Context: an optimization exercise on an open-source flow, tuned for small area. The choices shown serve that exercise and are no tape-out recipe.
In this exercise RTL edits were held to simulation tests only and were not proved equivalent to the original.
In this run the design's own scripts or RTL, not TritonCTS, make the clock network.
The clock input has no modelled driver; a real chip could not lean on it and would need a root buffer or a full tree.
Power and IR drop assume default switching activity.

`flow/flow/run.sh`:
```
#!/bin/bash
# Own layout flow:
#  1. the standard synthesis, unchanged;
#  2. the combinational logic re-mapped for area with a few ABC scripts (registers and tie
#     cells kept as they are; full adders kept, or extracted again); the smallest result that yosys proves equivalent to the
#     standard netlist is kept, else the standard netlist;
#  3. the rest of the standard layout, with the ports buffered by the smallest buffer and a
#     clock tree of four leaf buffers fed by the clock port (else CTS's tree without dummy loads).
# Each tool's output goes to a log file of its own in this folder.
set -uo pipefail
WORK=$(pwd)
RES=$WORK/orfs/results/$FLOW_PLATFORM/lab4_2/base
YOSYS=yosys
if [[ -x $FLOW_HOME/../tools/install/yosys/bin/yosys ]]; then
  YOSYS=$FLOW_HOME/../tools/install/yosys/bin/yosys
fi

bash standard.sh synth > $WORK/flow_1_synth.log 2>&1 || exit 1

cp $RES/1_2_yosys.v $WORK/std.v
LIB=$FLOW_HOME/platforms/$FLOW_PLATFORM/lib/sky130_fd_sc_hd__tt_025C_1v80.lib
DU=$(sed -n '/DONT_USE_CELLS +=/,/^$/p' $FLOW_HOME/platforms/$FLOW_PLATFORM/config.mk \
  | grep -o 'sky130_fd_sc_hd__[A-Za-z0-9_]*' | sed 's/^/-dont_use /' | tr '\n' ' ')
mkdir -p $WORK/remap
ADDERS=$FLOW_HOME/platforms/$FLOW_PLATFORM/cells_adders_hd.v
for r in remap remapx; do
  for s in flow/abc_*.abc; do
    n=${r}_$(basename $s .abc)
    sed -e "s#@LIB@#$LIB#g" -e "s#@IN@#$WORK/std.v#g" -e "s#@OUT@#$WORK/remap/$n.v#g" \
        -e "s#@ABC@#$WORK/$s#g" -e "s#@DU@#$DU#g" -e "s#@ADDERS@#$ADDERS#g" flow/$r.ys > $WORK/remap/$n.ys
    ( $YOSYS -s $WORK/remap/$n.ys > $WORK/remap/$n.log 2>&1 ) &
  done
  wait
done
# a second pass of the re-extraction on the best of the first
best=$(for l in $WORK/remap/*.log; do
  a=$(grep "Chip area for top module" $l | tail -1 | awk '{print $NF}')
  [[ -n "$a" && -s ${l%.log}.v ]] && echo "$a ${l%.log}"
done | sort -g | head -1 | awk '{print $2}')
if [[ -n "$best" ]]; then
  for s in flow/abc_ds*.abc; do
    n=pass2_$(basename $s .abc)
    sed -e "s#@LIB@#$LIB#g" -e "s#@IN@#$best.v#g" -e "s#@OUT@#$WORK/remap/$n.v#g" \
        -e "s#@ABC@#$WORK/$s#g" -e "s#@DU@#$DU#g" -e "s#@ADDERS@#$ADDERS#g" flow/remapx.ys > $WORK/remap/$n.ys
    ( $YOSYS -s $WORK/remap/$n.ys > $WORK/remap/$n.log 2>&1 ) &
  done
  wait
fi
# smallest first
ls $WORK/remap/*.log | while read l; do
  a=$(grep "Chip area for top module" $l | tail -1 | awk '{print $NF}')
  [[ -n "$a" && -s ${l%.log}.v ]] && echo "$a ${l%.log}"
done | sort -g > $WORK/remap/areas.txt
cat $WORK/remap/areas.txt
chosen=""
while read a base; do
  sed -e "s#@LIB@#$LIB#g" -e "s#@GOLD@#$WORK/std.v#g" -e "s#@GATE@#$base.v#g" flow/equiv.ys > $base.eq.ys
  if timeout 900 $YOSYS -s $base.eq.ys > $base.eq.log 2>&1; then chosen=$base; break; fi
done < $WORK/remap/areas.txt
if [[ -n "$chosen" ]]; then
  echo "remap: using $chosen"
  cp $chosen.v $RES/1_2_yosys.v
  rm -f $RES/1_synth.odb $RES/1_synth.sdc
else
  echo "remap: none proven, keeping the standard netlist"
fi

ARGS=("BUFFER_PORTS_ARGS=-buffer_cell sky130_fd_sc_hd__buf_1"
  "CTS_ARGS=-sink_clustering_enable -repair_clock_nets -dont_use_dummy_load -buf_list sky130_fd_sc_hd__clkbuf_8")
# input port buffers sized for their fanout before repair_design (flow/my_resize.tcl)
bash standard.sh "${ARGS[@]}" "PRE_RESIZE_TCL=$WORK/flow/my_resize.tcl" place > $WORK/flow_3_place.log 2>&1 || exit 1
# clock tree: four leaf buffers straight from the clock port (flow/my_cts.tcl, run after CTS);
# if its clock-pin slew estimate is over 115 ps, CTS's own tree instead
bash standard.sh "${ARGS[@]}" "POST_CTS_TCL=$WORK/flow/my_cts.tcl" cts > $WORK/flow_4_cts.log 2>&1 || exit 1
w=$(grep "my_cts: worst clock pin slew" $WORK/orfs/logs/$FLOW_PLATFORM/lab4_2/base/4_1_cts.log | awk '{print $NF}')
echo "my_cts slew: $w"
if [[ -z "$w" ]] || awk "BEGIN{exit !($w > 0.115)}"; then
  echo "my_cts: falling back to the standard clock tree"
  rm -f $RES/4_1_cts.odb $RES/4_cts.odb $RES/4_cts.sdc
  bash standard.sh "${ARGS[@]}" cts > $WORK/flow_4_cts_std.log 2>&1 || exit 1
fi
bash standard.sh "${ARGS[@]}" finish > $WORK/flow_5_finish.log 2>&1
```
`flow/flow/abc_amap.abc`:
```
strash
dch -f
amap
topo
```
`flow/flow/abc_ds11_nf.abc`:
```
strash
&get -n
&deepsyn -T 20 -S 11
&dch -f
&nf -p -C 32 -R 1000
&put
topo
```
`flow/flow/abc_ds3_nf.abc`:
```
strash
&get -n
&deepsyn -T 20 -S 3
&dch -f
&nf -p -C 32 -R 1000
&put
topo
```
`flow/flow/abc_ds_amap.abc`:
```
strash
&get -n
&deepsyn -T 20
&put
dch -f
amap
topo
```
`flow/flow/abc_ds_nf.abc`:
```
strash
&get -n
&deepsyn -T 20
&dch -f
&nf -p -C 32 -R 1000
&put
topo
```
`flow/flow/abc_nf.abc`:
```
strash
&get -n
&dch -f
&nf -p -C 32 -R 1000
&put
topo
```
`flow/flow/equiv.ys`:
```
read_liberty -ignore_miss_func @LIB@
read_verilog @GOLD@
rename lab4_2 gold
read_verilog @GATE@
rename lab4_2 gate
flatten -noscopeinfo gold gate
opt_clean
equiv_make gold gate equiv
hierarchy -top equiv
equiv_simple -seq 2
equiv_induct
equiv_status -assert
```
`flow/flow/my_cts.tcl`:
```
# Replace the clock tree built by CTS with K leaf buffers driven straight from the clock port,
# each driving the flip-flops of one cluster (k-means on their placement).
set K [expr {[info exists ::env(MY_CTS_K)] ? $::env(MY_CTS_K) : 4}]
set bufname [expr {[info exists ::env(MY_CTS_BUF)] ? $::env(MY_CTS_BUF) : "sky130_fd_sc_hd__clkbuf_16"}]
set block [ord::get_db_block]
set db [ord::get_db]
set master [$db findMaster $bufname]
set clkport_net [$block findNet CLK]
# sinks: every clock pin reached through the CTS buffers
set sinks {}
set oldbufs {}
foreach inst [$block getInsts] {
  set m [[$inst getMaster] getName]
  if {[string match "sky130_fd_sc_hd__df*" $m] || [string match "sky130_fd_sc_hd__edf*" $m]} {
    lappend sinks [$inst findITerm CLK]
  }
  if {[string match "clkbuf_*" [$inst getName]] || [string match "clkload*" [$inst getName]]} {
    lappend oldbufs $inst
  }
}
puts "my_cts: [llength $sinks] sinks, removing [llength $oldbufs] CTS cells"
set oldnets {}
foreach b $oldbufs {
  foreach it [$b getITerms] {
    set n [$it getNet]
    if {$n != "NULL" && [$n getName] != "CLK"} { lappend oldnets $n }
  }
}
foreach it $sinks { $it disconnect }
foreach b $oldbufs { odb::dbInst_destroy $b }
foreach n [lsort -unique $oldnets] { catch { odb::dbNet_destroy $n } }
# k-means
set pts {}
foreach it $sinks {
  set inst [$it getInst]
  set bb [$inst getBBox]
  lappend pts [list [expr {([$bb xMin]+[$bb xMax])/2}] [expr {([$bb yMin]+[$bb yMax])/2}]]
}
set n [llength $pts]
# initial centers: spread over sorted x then y
set sorted [lsort -integer -index 0 $pts]
set cent {}
for {set i 0} {$i < $K} {incr i} { lappend cent [lindex $sorted [expr {int(($i+0.5)*$n/$K)}]] }
# balanced k-means: each cluster takes at most ceil(n/K) sinks, nearest pairs first
set cap [expr {($n + $K - 1) / $K}]
for {set iter 0} {$iter < 30} {incr iter} {
  set pairs {}
  set idx 0
  foreach p $pts {
    for {set i 0} {$i < $K} {incr i} {
      set c [lindex $cent $i]
      set dx [expr {[lindex $p 0]-[lindex $c 0]}]
      set dy [expr {[lindex $p 1]-[lindex $c 1]}]
      lappend pairs [list [expr {double($dx)*$dx + double($dy)*$dy}] $idx $i]
    }
    incr idx
  }
  set pairs [lsort -real -index 0 $pairs]
  set assign [lrepeat $n -1]
  set fill [lrepeat $K 0]
  foreach pr $pairs {
    lassign $pr d j i
    if {[lindex $assign $j] >= 0 || [lindex $fill $i] >= $cap} { continue }
    lset assign $j $i
    lset fill $i [expr {[lindex $fill $i] + 1}]
  }
  set newc {}
  for {set i 0} {$i < $K} {incr i} {
    set sx 0; set sy 0; set cnt 0
    foreach p $pts a $assign { if {$a == $i} { incr sx [lindex $p 0]; incr sy [lindex $p 1]; incr cnt } }
    if {$cnt > 0} { lappend newc [list [expr {$sx/$cnt}] [expr {$sy/$cnt}]] } else { lappend newc [lindex $cent $i] }
  }
  set cent $newc
}
for {set i 0} {$i < $K} {incr i} {
  set b [odb::dbInst_create $block $master "myclkbuf_$i"]
  set c [lindex $cent $i]
  $b setLocation [lindex $c 0] [lindex $c 1]
  $b setPlacementStatus PLACED
  set net [odb::dbNet_create $block "myclknet_$i"]
  $net setSigType CLOCK
  [$b findITerm A] connect $clkport_net
  [$b findITerm X] connect $net
  set cnt 0
  foreach it $sinks a $assign { if {$a == $i} { $it connect $net; incr cnt } }
  puts "my_cts: buffer $i at $c drives $cnt sinks"
}
detailed_placement
estimate_parasitics -placement
set w 0
foreach pin [get_pins -hierarchical */CLK] { set s [get_property $pin slew_max]; if {$s > $w} {set w $s} }
puts "my_cts: worst clock pin slew $w"
```
`flow/flow/my_resize.tcl`:
```
# Size the port input buffers for their fanout before repair_design, so that it need not add
# buffers after a minimum-size one.
set block [ord::get_db_block]
foreach inst [$block getInsts] {
  if {![string match "input*" [$inst getName]]} { continue }
  set net [[$inst findITerm X] getNet]
  if {$net == "NULL"} { continue }
  set n [expr {[llength [$net getITerms]] - 1}]
  set cell ""
  if {$n > 24} { set cell sky130_fd_sc_hd__buf_4 } elseif {$n > 12} { set cell sky130_fd_sc_hd__buf_2 }
  if {$cell != ""} {
    puts "my_resize: [$inst getName] drives $n pins, now $cell"
    replace_cell [get_cells [$inst getName]] [get_lib_cells */$cell]
  }
}
```
`flow/flow/remap.ys`:
```
read_liberty -ignore_miss_func @LIB@
read_verilog @IN@
hierarchy -top lab4_2
setattr -mod -set keep_hierarchy 1 sky130_fd_sc_hd__*df* sky130_fd_sc_hd__conb_* sky130_fd_sc_hd__fa_*
flatten -noscopeinfo
rename -hide w:*.*
opt_clean -purge
abc -script @ABC@ -liberty @LIB@ @DU@
opt_clean -purge
hilomap -singleton -hicell sky130_fd_sc_hd__conb_1 HI -locell sky130_fd_sc_hd__conb_1 LO
opt_clean -purge
insbuf -buf sky130_fd_sc_hd__buf_1 A X
splitnets
opt_clean -purge
stat -liberty @LIB@
blackbox sky130_fd_sc_hd__*
write_verilog -noattr -nohex -nodec @OUT@
```
`flow/flow/remapx.ys`:
```
read_liberty -ignore_miss_func @LIB@
read_verilog @IN@
hierarchy -top lab4_2
setattr -mod -set keep_hierarchy 1 sky130_fd_sc_hd__*df* sky130_fd_sc_hd__conb_*
flatten -noscopeinfo
rename -hide w:*.*
opt_clean -purge
techmap
opt -fast
extract_fa -fa
techmap -map @ADDERS@
techmap
opt -fast -purge
abc -script @ABC@ -liberty @LIB@ @DU@
opt_clean -purge
hilomap -singleton -hicell sky130_fd_sc_hd__conb_1 HI -locell sky130_fd_sc_hd__conb_1 LO
opt_clean -purge
insbuf -buf sky130_fd_sc_hd__buf_1 A X
splitnets
opt_clean -purge
stat -liberty @LIB@
blackbox sky130_fd_sc_hd__*
write_verilog -noattr -nohex -nodec @OUT@
```
`flow/standard.sh`:
```
#!/bin/bash
# synth_recipe.tcl (not shown) runs the flow's synth.tcl, then flattens the netlist and writes it again
# the make line also repeats each setting of config.mk as NAME=value (left out here)
make -C /OpenROAD-flow-scripts/flow DESIGN_CONFIG=/design/flow/config.mk WORK_HOME=/design/flow/orfs CLKGATE_MAP_FILE= SYNTH_SCRIPT=/design/flow/synth_recipe.tcl "${@:-finish}"
```
`flow/config.mk`:
```
export PLATFORM = sky130hd
export DESIGN_NAME = lab4_2
export DESIGN_NICKNAME = lab4_2
export VERILOG_FILES = /design/flow/design.v
export SDC_FILE = /design/flow/constraint.sdc
export NUM_CORES = 4
export LEC_CHECK = 0
export ABC_AREA = 1
export CAP_MARGIN = 10
export CORE_MARGIN = 2
export CORE_UTILIZATION = 70
export GPL_TIMING_DRIVEN = 0
export SLEW_MARGIN = 10
```
`flow/constraint.sdc`:
```
create_clock -name core_clock -period 12.0 [get_ports {CLK}]
set_input_delay 2.4000 -clock core_clock [delete_from_list [all_inputs] [get_ports {CLK}]]
set_output_delay 2.4000 -clock core_clock [all_outputs]
set_load 0.01 [all_outputs]
```
`flow/design.v`:
```
`timescale 1ns / 1ps
module lab4_2(
			input[2:0] studentID,
			input[2:0] credit,
			input [1:0] mode,
			input  incTime,
			input CLK,
			input rst,
			output reg [4:0]  stime,
			output reg  [2:0] idOutput,
			output reg endOfListWar,
			output [3:0] studentCount,
			output reg  [6:0] totalCredits
	);
	reg [7:1] rg, rp;
	reg [5:0] R [1:7];
	reg [4:0] S [1:7];
	function [7:0] radd;
		input [7:0] a, b;
		input ci;
		input integer n;
		integer i;
		reg c;
		begin
			radd = 8'd0;
			c = ci;
			for (i = 0; i < 8; i = i + 1)
				if (i < n) begin
					radd[i] = a[i] ^ b[i] ^ c;
					c = (a[i] & b[i]) | (c & (a[i] ^ b[i]));
				end else if (i == n)
					radd[i] = c;
		end
	endfunction
	function [2:0] pop7;
		input [6:0] x;
		reg s1, c1, s2, c2, c3;
		begin
			s1 = x[0] ^ x[1] ^ x[2]; c1 = (x[0] & x[1]) | (x[2] & (x[0] ^ x[1]));
			s2 = x[3] ^ x[4] ^ x[5]; c2 = (x[3] & x[4]) | (x[5] & (x[3] ^ x[4]));
			pop7[0] = s1 ^ s2 ^ x[6]; c3 = (s1 & s2) | (x[6] & (s1 ^ s2));
			pop7[1] = c1 ^ c2 ^ c3;
			pop7[2] = (c1 & c2) | (c3 & (c1 ^ c2));
		end
	endfunction
	wire live = ~rst & ~incTime;
	wire m0 = live & (mode == 2'd0);
	wire m1 = live & (mode == 2'd1);
	wire m2 = live & (mode == 2'd2);
	wire m3 = live & (mode == 2'd3);
	wire sub = mode[0];      
	wire [5:0] opnd = {{3{sub}}, credit ^ {3{sub}}};
	reg [7:1] sel, spend, elig, big, low, updR, holdR, updS, holdS;
	reg [5:0] sum [1:7];
	reg [7:0] t;
	integer k;
	always @* begin
		for (k = 1; k <= 7; k = k + 1) begin
			t = radd({2'b0, R[k]}, {2'b0, opnd}, sub, 6);
			sum[k]   = t[5:0];
			sel[k]   = (studentID == k);
			spend[k] = sel[k] & t[6] & (|sum[k]);    
			big[k]   = (S[k] > 4);
			elig[k]  = rg[k] & ~big[k];
			low[k]   = rg[k] & ~rp[k] & ~t[6];
			updR[k]  = (m1 & spend[k]) | (m2 & elig[k]);
			holdR[k] = ~rst & ~updR[k];
			updS[k]  = m1 & spend[k];
			holdS[k] = live & ~updS[k] & ~(m2 & big[k]);
		end
	end
	reg [4:0] Ssel;
	always @* begin
		Ssel = 5'd0;
		for (k = 1; k <= 7; k = k + 1)
			Ssel = Ssel | (S[k] & {5{sel[k]}});
	end
	wire [7:0] Sn = radd({3'b0, Ssel}, {5'b0, credit}, 1'b0, 5);
	wire [4:0] Snew = Sn[4:0];
	reg [7:1] win;
	reg [2:0] wid;
	always @* begin
		win = 7'd0;
		wid = 3'd0;
		for (k = 7; k >= 1; k = k - 1)
			if (low[k]) begin
				win = 7'd0;
				win[k] = 1'b1;
				wid = k;
			end
	end
	wire [2:0] N = pop7(updR);
	wire [5:0] P = ({3'b0, credit & {3{N[0]}}}) + ({2'b0, credit & {3{N[1]}}, 1'b0}) + ({1'b0, credit & {3{N[2]}}, 2'b0});
	wire [7:0] tn = radd({1'b0, totalCredits}, {1'b0, sub, P[5:3] | {3{sub}}, P[2:0] ^ {3{sub}}}, sub, 7);
	assign studentCount = {1'b0, pop7(rg)};
	always @(posedge CLK) begin
		for (k = 1; k <= 7; k = k + 1) begin
			R[k] <= ({6{updR[k]}} & sum[k]) | ({6{holdR[k]}} & R[k]);
			S[k] <= ({5{updS[k]}} & Snew) | ({5{holdS[k]}} & S[k]);
		end
		totalCredits <= {7{~rst}} & tn[6:0];
		if (rst) begin
			stime <= 0;
			idOutput <= 0;
			endOfListWar <= 0;
			rg <= 0;
			rp <= 0;
		end else if (incTime) begin
			stime <= (stime == 5'd23) ? 5'd0 : stime + 5'd1;
		end else begin
			if (mode == 2'd3) begin
				idOutput <= wid;
				if (~|low) endOfListWar <= 1'b1;
				rp <= rp | win;
			end else begin
				idOutput <= 0;
				endOfListWar <= 0;
				rp <= 0;
			end
			if (mode == 2'd0)
				rg <= rg | sel;
		end
	end
endmodule
```
==> run notes <==
==> sequential cells by signal, indices dropped and copies added (netlist names) <==
| register | count |
|---|---|
| S | 35 |
| totalCredits | 7 |
| idOutput | 3 |
| rp | 7 |
| rg | 7 |
| stime | 5 |
| endOfListWar | 1 |
| R | 42 |
==> worst paths after layout <==
check / from / endpoint / slack [ns] / depth (start not counted)
worst min-delay path: endOfListWar / endOfListWar / 0.46 / 2
worst max-delay path: mode[0] / totalCredits[6] / 0.64 / 29
worst min register to register: endOfListWar / endOfListWar / 0.46 / 2
worst max register to register: R[5][0] / totalCredits[6] / 3.47 / 28
==> layer usage <==
metal / routed length, um / vias up
met3: 930 / 39
met2: 6310 / 216
met5: 0 / -
met4: 341 / 0
met1: 5370 / 2125
li1: - / 1970
==> worst min-delay path: stages, from the launching register on <==
cell and delay [ns]:
dfxtp_1 0.33, nand2_1 0.05, nand2_1 0.05
==> cells in the final DEF, fill, tap and decap left out, types with 3 or more instances in the layout <==
cell type	instances
nand2_1	48
dfxtp_1	107
a22o_1	70
a21oi_1	12
a211oi_1	3
and4_1	7
a222oi_1	7
nor2b_1	6
xor2_1	10
o21ai_0	36
o21a_1	3
xnor2_1	3
nor3_1	19
buf_1	27
nand2b_1	3
fa_1	52
clkinv_1	35
o21ai_1	3
and3_1	3
o22ai_1	6
clkbuf_16	4
nor2_1	35
nand4_1	9
nand3_1	9
a22oi_1	6
and2_0	5
==> where the power goes <==
group	internal (mW)	total, mW	leakage, nW	switching [mW]
Clock	0.0617	0.155	0.0493	0.0928
Combinational	0.0345	0.0937	1.24	0.0593
Sequential	0.364	0.371	0.864	0.00675
Total	0.460	0.619	2.16	0.159
==> cell type report <==
class,count,area [um2]
buffer,5,104
fill,514,1620
inverter,35,131
multi-input combinational,378,3090
sequential,107,2140
tap,99,124
timing repair buffer,29,118
==> impl_metrics.env <==
export IMPL_outcome="no timing/DRC/antenna violations"
export IMPL_final_area_um2=5710
export IMPL_grt_max_degree=32
export IMPL_post_dp_hpwl_um=9450
export IMPL_num_nets_final=619
export IMPL_start_util=0.730
export IMPL_total_power_uw=619
export IMPL_period_share=0.947
export IMPL_synth_area_per_cell_um2=10.3
export IMPL_stdcell_count=653
export IMPL_ioPinCount=31
export IMPL_die_h_um=91.5
export IMPL_netlist_instances=521
export IMPL_grt_pass1_vias=4417
export IMPL_drv_cap=0
export IMPL_grt_pass1_wl_um=21900
export IMPL_rsz0062_at_grt="false"
export IMPL_tightestPinTransition_ns=1.27
export IMPL_crit_top_cell="fa_1"
export IMPL_wire_per_inst_um=19.8
export IMPL_antenna_found_initial=0
export IMPL_gr_total_overflow=0
export IMPL_worst_setup_path_type="primary input to flip-flop"
export IMPL_dpl_cell_count=649
export IMPL_critical_path_startpoint_type="primary input"
export IMPL_fp_dieArea_um2=8360
export IMPL_grt_util_met3=0.0432
export IMPL_core_area_um2=7330
export IMPL_hold_violations=0
export IMPL_leakagePower_nw=2.16
export IMPL_fp_dieW_um=91.5
export IMPL_ir_worst_vdd_mv=0.0970
export IMPL_diodes=0
export IMPL_fin_crit_ns=11.36
export IMPL_hold_ws_ns=0.458
export IMPL_fin_ws_ns=0.641
export IMPL_via_per_inst=6.66
export IMPL_ant_nets=0
export IMPL_insertion_delay_ns=0.17
export IMPL_syn_num_nets=584
export IMPL_max_freq_mhz=88.0
export IMPL_grt_use_met1=0.439
export IMPL_slew_headroom=0.147
export IMPL_cp_slowest_cell="nor2_1"
export IMPL_syn2layout_area_growth_pct=6.61
export IMPL_holdCritPathClass="flip-flop to flip-flop"
export IMPL_drv_slew=0
export IMPL_port_buffers=29
export IMPL_dpl_cell_area_um2=5600
export IMPL_worstPathMaxFanout=31
export IMPL_use_met2=0.561
export IMPL_fin_skew_ns=0.0143
export IMPL_slowest_delay_ns=0.62
export IMPL_fin_tns_setup_ns=0
export IMPL_drc=0
export IMPL_grt_usage=0.329
export IMPL_drive_above_1_share=0.0162
export IMPL_cp_top_family="adder cells"
export IMPL_path_buf_inv=3
export IMPL_synth_warnings=4
export IMPL_setup_viol=0
export IMPL_cp_required_ns=12.04
export IMPL_drt_iter0_markers=340
export IMPL_utilization=0.779
export IMPL_worstPathArrival_ns=11.39
export IMPL_place_congestion=0.969
export IMPL_first_pass_iters=7
export IMPL_end_kind="flip-flop"
export IMPL_path_clk_slew_ns=0.10
export IMPL_rows=31
export IMPL_grt_busiest_layer="met2"
export IMPL_place_ws_ns=0.389
export IMPL_power_density_nw_per_um2=108
export IMPL_numClockSinks=107
export IMPL_synth_area_um2=5350
export IMPL_routed_wl_um=13000
export IMPL_dr_total_vias=4350

what the ideal ports hide:
How much do the figures lean on ideal ports? The routed layout below was timed once more, with nothing changed but the port constraints. Step 1 (the two cells are an assumption about what drives the block):
set clk [get_ports {CLK}]
set_driving_cell -lib_cell sky130_fd_sc_hd__clkbuf_16 $clk
set_driving_cell -lib_cell sky130_fd_sc_hd__buf_2 [delete_from_list [all_inputs] $clk]
Step 2 adds t to the input delays and takes it off the output delays; t is the mean of the earliest and latest rising clock arrival at the registers after step 1. Input paths then give back, and output paths get back, about the clock's delay inside the block. a / b / c = ideal ports / drivers / drivers and shift; a / b = the first two.
t (ns): 0.244
slack for setup (ns): 0.641 / 0.690 / 0.446
hold slack, ns: 0.458 / 0.458 / 0.458
worst setup path at the end: input to register
latest minus earliest clock arrival (ns): 0.016 / 0.016
After both steps this run still meets setup and hold. The setup slack of this run moves by +0.049 ns with the drivers and by -0.195 ns with both steps.
